Source: an optimization exercise on an open RTL-to-GDS flow (aim: small area). Production flows keep margins and buffers that such runs may drop. Only simulation tests tie the RTL to the original design; equivalence was not proved. No driver is modelled on the clock port, so clock power and skew are understated where the tree is cut down; a real chip needs a root buffer or a tree. No activity file was given, so power comes from the tool's default toggle rates.

Setup of branch pepper:
## video
module video(input clk, reset,
             input [1:0] pixelmem_data,
             output [16:0] pixelmem_address,
             output reg [1:0] dacout);
clock: 5.0 ns
lec_check: 0
cap_margin: 20
core_area: 2.76 2.72 72.22 72.08
die_area: 0 0 75 75
gpl_timing_driven: 0
place_density: 0.9
slew_margin: 20
standard.sh (not shown) runs the stock make flow with config.mk's settings and CLKGATE_MAP_FILE= SYNTH_SCRIPT=/design/flow/synth_recipe.tcl, a recipe that flattens the netlist after the stock synthesis.
==> flow/flow/run.sh <==
#!/bin/bash
# Own layout flow: the standard flow (standard synthesis unchanged) with
#  - the synthesized logic re-mapped for area before the floorplan
#    (pre_floorplan.tcl, run as ORFS's PRE_FLOORPLAN_TCL hook),
#  - the smallest buffer (buf_1) on every input and output port,
#  - a single clock buffer from the clock port to all registers instead of
#    TritonCTS's H-tree (cts_single.tcl, run as the PRE_CTS_TCL hook).
# Each ORFS step writes its full log under orfs/logs; make's own output goes
# to standard_flow.log here.
set -euo pipefail
F="$(cd "$(dirname "$0")" && pwd)"
export BUFFER_PORTS_ARGS="-buffer_cell sky130_fd_sc_hd__buf_1"
export PRE_FLOORPLAN_TCL="$F/pre_floorplan.tcl"
export PRE_CTS_TCL="$F/cts_single.tcl"
export CLOCK_BUFFER_CELL="${CLOCK_BUFFER_CELL:-sky130_fd_sc_hd__buf_8}"
bash standard.sh finish > standard_flow.log 2>&1
==> flow/flow/cts_single.tcl <==
# Replace TritonCTS with one clock buffer: clk -> buffer -> every register.
set block [ord::get_db_block]
set db [ord::get_db]
set clknet [$block findNet clk]
set master [$db findMaster $::env(CLOCK_BUFFER_CELL)]
set buf [odb::dbInst_create $block $master clkbuf_root]
set newnet [odb::dbNet_create $block clknet_root]
$newnet setSigType CLOCK
foreach it [$clknet getITerms] {
  $it disconnect
  $it connect $newnet
}
[$buf findITerm A] connect $clknet
[$buf findITerm X] connect $newnet
set sx 0; set sy 0; set n 0
foreach it [$newnet getITerms] {
  set i [$it getInst]
  if {[$i getName] eq "clkbuf_root"} { continue }
  set bb [$i getBBox]
  incr sx [expr {([$bb xMin] + [$bb xMax]) / 2}]
  incr sy [expr {([$bb yMin] + [$bb yMax]) / 2}]
  incr n
}
$buf setLocation [expr {$sx / $n}] [expr {$sy / $n}]
$buf setPlacementStatus PLACED
puts "cts_single.tcl: $::env(CLOCK_BUFFER_CELL) drives $n clock pins"
proc clock_tree_synthesis {args} {
  puts "cts_single.tcl: clock_tree_synthesis skipped (single buffer inserted)"
}
==> flow/flow/filter_lib.py <==
#!/usr/bin/env python3
"""Copy a Liberty file without the cells whose names match any of the given
glob patterns (the platform's don't-use list), so that restructure's ABC
mapping cannot pick them."""
import fnmatch
import re
import sys

src, dst, pats = sys.argv[1], sys.argv[2], sys.argv[3:]
text = open(src).read()
out = []
pos = 0
dropped = 0
for m in re.finditer(r'\n(\s*)cell\s*\(\s*"?([A-Za-z0-9_]+)"?\s*\)\s*\{', text):
    if m.start() < pos:
        continue
    name = m.group(2)
    if not any(fnmatch.fnmatchcase(name, p) for p in pats):
        continue
    # skip to the matching closing brace
    depth = 0
    i = m.end() - 1
    while True:
        ch = text[i]
        if ch == '{':
            depth += 1
        elif ch == '}':
            depth -= 1
            if depth == 0:
                break
        i += 1
    out.append(text[pos:m.start()])
    pos = i + 1
    dropped += 1
out.append(text[pos:])
open(dst, 'w').write(''.join(out))
print(f"filter_lib.py: dropped {dropped} cells")
==> flow/flow/pre_floorplan.tcl <==
# Runs before the floorplan's timing repair (PRE_FLOORPLAN_TCL hook):
#  1. remove the buffers that synthesis's delay-oriented mapping inserted,
#  2. re-map the combinational logic for area with OpenROAD's restructure,
#  3. downsize what is left to drive strength 1.
# The floorplan's repair_timing then sizes up whatever the timing needs.
proc comb_area {} {
  set a 0
  foreach i [[ord::get_db_block] getInsts] {
    set m [$i getMaster]
    set a [expr {$a + [$m getWidth] * [$m getHeight]}]
  }
  return [expr {$a / 1e6}]
}
if {[env_var_exists_and_non_empty DONT_USE_CELLS]} {
  set_dont_use $::env(DONT_USE_CELLS)
}
puts "pre_floorplan.tcl: area after synthesis [comb_area]"
remove_buffers
puts "pre_floorplan.tcl: area after remove_buffers [comb_area]"
set rs_dir $::env(OBJECTS_DIR)/restructure
file mkdir $rs_dir
set tielo [join $::env(TIELO_CELL_AND_PORT) /]
set tiehi [join $::env(TIEHI_CELL_AND_PORT) /]
# restructure's ABC reads the Liberty file itself and ignores set_dont_use,
# so hand it a copy without the don't-use cells
set rs_lib $rs_dir/no_dont_use.lib
exec python3 [file join [file dirname [info script]] filter_lib.py] \
  [lindex $::env(LIB_FILES) 0] $rs_lib {*}$::env(DONT_USE_CELLS) >@ stdout
restructure -target area -liberty_file $rs_lib \
  -tielo_port $tielo -tiehi_port $tiehi -work_dir $rs_dir \
  -abc_logfile $::env(LOG_DIR)/restructure_abc.log
puts "pre_floorplan.tcl: area after restructure [comb_area]"
set n 0
foreach inst [get_cells *] {
  set ref [get_property $inst ref_name]
  if {[regexp {^(sky130_fd_sc_hd__([a-z0-9]+))_([0-9]+)$} $ref -> base fn drive]} {
    if {$drive <= 1 || [string match df* $fn] || [string match conb $fn]} { continue }
    set cand [get_lib_cells -quiet */${base}_1]
    if {$cand ne "" && ![get_property [lindex $cand 0] dont_use]} {
      replace_cell $inst [lindex $cand 0]
      incr n
    }
  }
}
puts "pre_floorplan.tcl: downsized $n cells, area [comb_area]"
# refuse to go on with a cell the platform marks don't-use
foreach inst [[ord::get_db_block] getInsts] {
  set name [[$inst getMaster] getName]
  foreach pat $::env(DONT_USE_CELLS) {
    if {[string match $pat $name]} { error "pre_floorplan.tcl: don't-use cell $name in the netlist" }
  }
}
### branch pepper -> branch amber
- CORE_AREA no longer set, was 2.76 2.72 72.22 72.08
- DIE_AREA no longer set, was 0 0 75 75
- CORE_UTILIZATION now 40, previously not set
- PLACE_DENSITY no longer set, was 0.9
- GPL_TIMING_DRIVEN no longer set, was 0
- CORE_MARGIN now 2, previously not set
--- a/flow/flow/run.sh
+++ b/flow/flow/run.sh
@@ -14,3 +14,3 @@
 export PRE_CTS_TCL="$F/cts_single.tcl"
-export CLOCK_BUFFER_CELL="${CLOCK_BUFFER_CELL:-sky130_fd_sc_hd__buf_8}"
+export CLOCK_BUFFER_CELL="${CLOCK_BUFFER_CELL:-sky130_fd_sc_hd__clkbuf_16}"
 bash standard.sh finish > standard_flow.log 2>&1
--- a/flow/flow/pre_floorplan.tcl
+++ b/flow/flow/pre_floorplan.tcl
@@ -23,8 +23,3 @@
 set tiehi [join $::env(TIEHI_CELL_AND_PORT) /]
-# restructure's ABC reads the Liberty file itself and ignores set_dont_use,
-# so hand it a copy without the don't-use cells
-set rs_lib $rs_dir/no_dont_use.lib
-exec python3 [file join [file dirname [info script]] filter_lib.py] \
-  [lindex $::env(LIB_FILES) 0] $rs_lib {*}$::env(DONT_USE_CELLS) >@ stdout
-restructure -target area -liberty_file $rs_lib \
+restructure -target area -liberty_file [lindex $::env(LIB_FILES) 0] \
   -tielo_port $tielo -tiehi_port $tiehi -work_dir $rs_dir \
removed: flow/flow/filter_lib.py
Results
branch amber: aborted in 2_1_floorplan (tool error)
In branch pepper the design's own scripts or RTL, not TritonCTS, make the clock network.


Starting RTL as in the previous note.
## video
module video(input clk, reset,
             input [1:0] pixelmem_data,
             output [16:0] pixelmem_address,
             output reg [1:0] dacout);
reg [9:0]  k;
reg [10:0] h;
reg [10:0] kc;
reg [11:0] hc;
reg [9:0]  k_inc;
reg [10:0] h_inc;
integer j;
wire last   = h[10] & h[7] & (h[6] | (h[5] & h[4]));       
wire blank  = last & (h[6] | h[3] | h[2] | h[1] | h[0]);   
wire vis    = ~blank;
wire vsync  = last & (h[6] | h[3] | h[2] | (h[1] & h[0]));  
wire a1i    = k[9] & (~k[8] | (~k[7] & ~k[6]));            
wire a1     = a1i | (~k[9] & kc[7]);                        
wire act    = k[9] | kc[7] | ~(k[7] | k[3] | k[2] | k[1]);  
wire hs     = ~k[9] & ((k[8] & ~k[6]) |
                       (k[6] & ~(k[5] | k[4] | k[3] | k[2])));  
wire at_end = ~k[9] & ~k[8] & kc[4];                       
wire wrap   = vis & a1 & last;            
wire bend   = at_end & last & h[6] & h[2] & h[1] & h[0];   
wire inc    = (vis & a1i & kc[6]) | (last & at_end);
wire lowon  = vis & a1i;                  
assign pixelmem_address = {h[10:7], h[6] & ~last, h[5:4] | {2{last}},
                           h[3:0] & {4{~last}}, k[5:0] & {6{lowon}}};
always @* begin
    kc[0] = 1'b1;
    for (j = 0; j < 10; j = j + 1) begin
        k_inc[j] = k[j] ^ kc[j];
        kc[j+1] = kc[j] & k[j];
    end
    hc[0] = inc;
    for (j = 0; j < 11; j = j + 1) begin
        h_inc[j] = h[j] ^ hc[j];
        hc[j+1] = hc[j] & h[j];
    end
end
always @(posedge clk) begin
    if (reset) begin
        k <= 10'd405;
        h <= 11'd0;
        dacout <= 2'b00;
    end else begin
        k <= k_inc | {1'b0, at_end, at_end, 4'b0, at_end, 1'b0, at_end};
        h <= (h_inc & ~{wrap, 2'b00, wrap, bend, wrap, wrap, bend, 3'b000})
                    | {5'b0, bend, bend, 4'b0};
        dacout[1] <= vis & a1 & pixelmem_data[1];
        dacout[0] <= (vis & a1) ? pixelmem_data[0] : ~(hs | (act & vsync));
    end
end
endmodule
export LEC_CHECK = 0
export CAP_MARGIN = 20
export CORE_AREA = 2.76 2.72 72.22 72.08
export DIE_AREA = 0 0 75 75
export SLEW_MARGIN = 20
create_clock -name core_clock -period 5.0 [get_ports {clk}]
==> flow/flow/run.sh <==
#!/bin/bash
# Own layout flow: the standard flow (standard synthesis unchanged) with
#  - the synthesized logic re-mapped for area before the floorplan
#    (pre_floorplan.tcl, run as ORFS's PRE_FLOORPLAN_TCL hook),
#  - the smallest buffer (buf_1) on every input and output port,
#  - a single clock buffer from the clock port to all registers instead of
#    TritonCTS's H-tree (cts_single.tcl, run as the PRE_CTS_TCL hook).
# Each ORFS step writes its full log under orfs/logs; make's own output goes
# to standard_flow.log here.
set -euo pipefail
F="$(cd "$(dirname "$0")" && pwd)"
export BUFFER_PORTS_ARGS="-buffer_cell sky130_fd_sc_hd__buf_1"
export PRE_FLOORPLAN_TCL="$F/pre_floorplan.tcl"
export PRE_CTS_TCL="$F/cts_single.tcl"
export CLOCK_BUFFER_CELL="${CLOCK_BUFFER_CELL:-sky130_fd_sc_hd__buf_12}"
bash standard.sh finish > standard_flow.log 2>&1
Scripts as last shown in full above: flow/flow/cts_single.tcl
Other scripts of this flow, unchanged in this note and not shown: flow/flow/filter_lib.py, flow/flow/pre_floorplan.tcl
Then changed:
--- a/flow/flow/run.sh
+++ b/flow/flow/run.sh
@@ -13,4 +13,4 @@
 export PRE_FLOORPLAN_TCL="$F/pre_floorplan.tcl"
 export PRE_CTS_TCL="$F/cts_single.tcl"
-export CLOCK_BUFFER_CELL="${CLOCK_BUFFER_CELL:-sky130_fd_sc_hd__buf_12}"
+export CLOCK_BUFFER_CELL="${CLOCK_BUFFER_CELL:-sky130_fd_sc_hd__clkbuf_16}"
 bash standard.sh finish > standard_flow.log 2>&1
Cell count stays the same.
Global-route usage does not change.
Final area climbs by 0.42%.
Core utilization increases by 0.11 points.
Sequential power stays flat.
Clock skew stays flat.
Critical path depth does not change.
Combinational power barely changes.
Worst setup slack stays flat.
Synthesized area is unchanged.
In every run of this note, the design's own scripts or RTL, not TritonCTS, make the clock network.

## re-timing with driven ports
In the flow no input, the clock included, has a driving cell. The finished layouts below were timed again as built, in two steps. Step 1 (the two cells are an assumption about what drives the block):
set clk [get_ports {clk}]
set_driving_cell -lib_cell sky130_fd_sc_hd__clkbuf_16 $clk
set_driving_cell -lib_cell sky130_fd_sc_hd__buf_2 [delete_from_list [all_inputs] $clk]
Step 2 moves the port delays by t, midway between the first and last clock arrival at a register: inputs arrive t later, outputs are due t later. That takes back most of the time a late clock gives input paths. Three values: ideal, step 1, step 2; two values: the first two.
run	shift t [ns]	slack for setup (ns)	clock arrival spread, ns	slew at the worst register clock pin (ns)	worst data-port slew with drivers (ns)
branch pepper	0.172	1.850 / 1.821 / 1.866	0.005 / 0.006	0.12 / 0.12	0.04
the first run of note 2	0.160	2.034 / 2.034 / 2.034	0.004 / 0.004	0.09 / 0.09	0.03
the second run of note 2	0.183	2.036 / 2.036 / 2.036	0.005 / 0.006	0.09 / 0.09	0.03
After both steps every run listed still meets setup and hold.
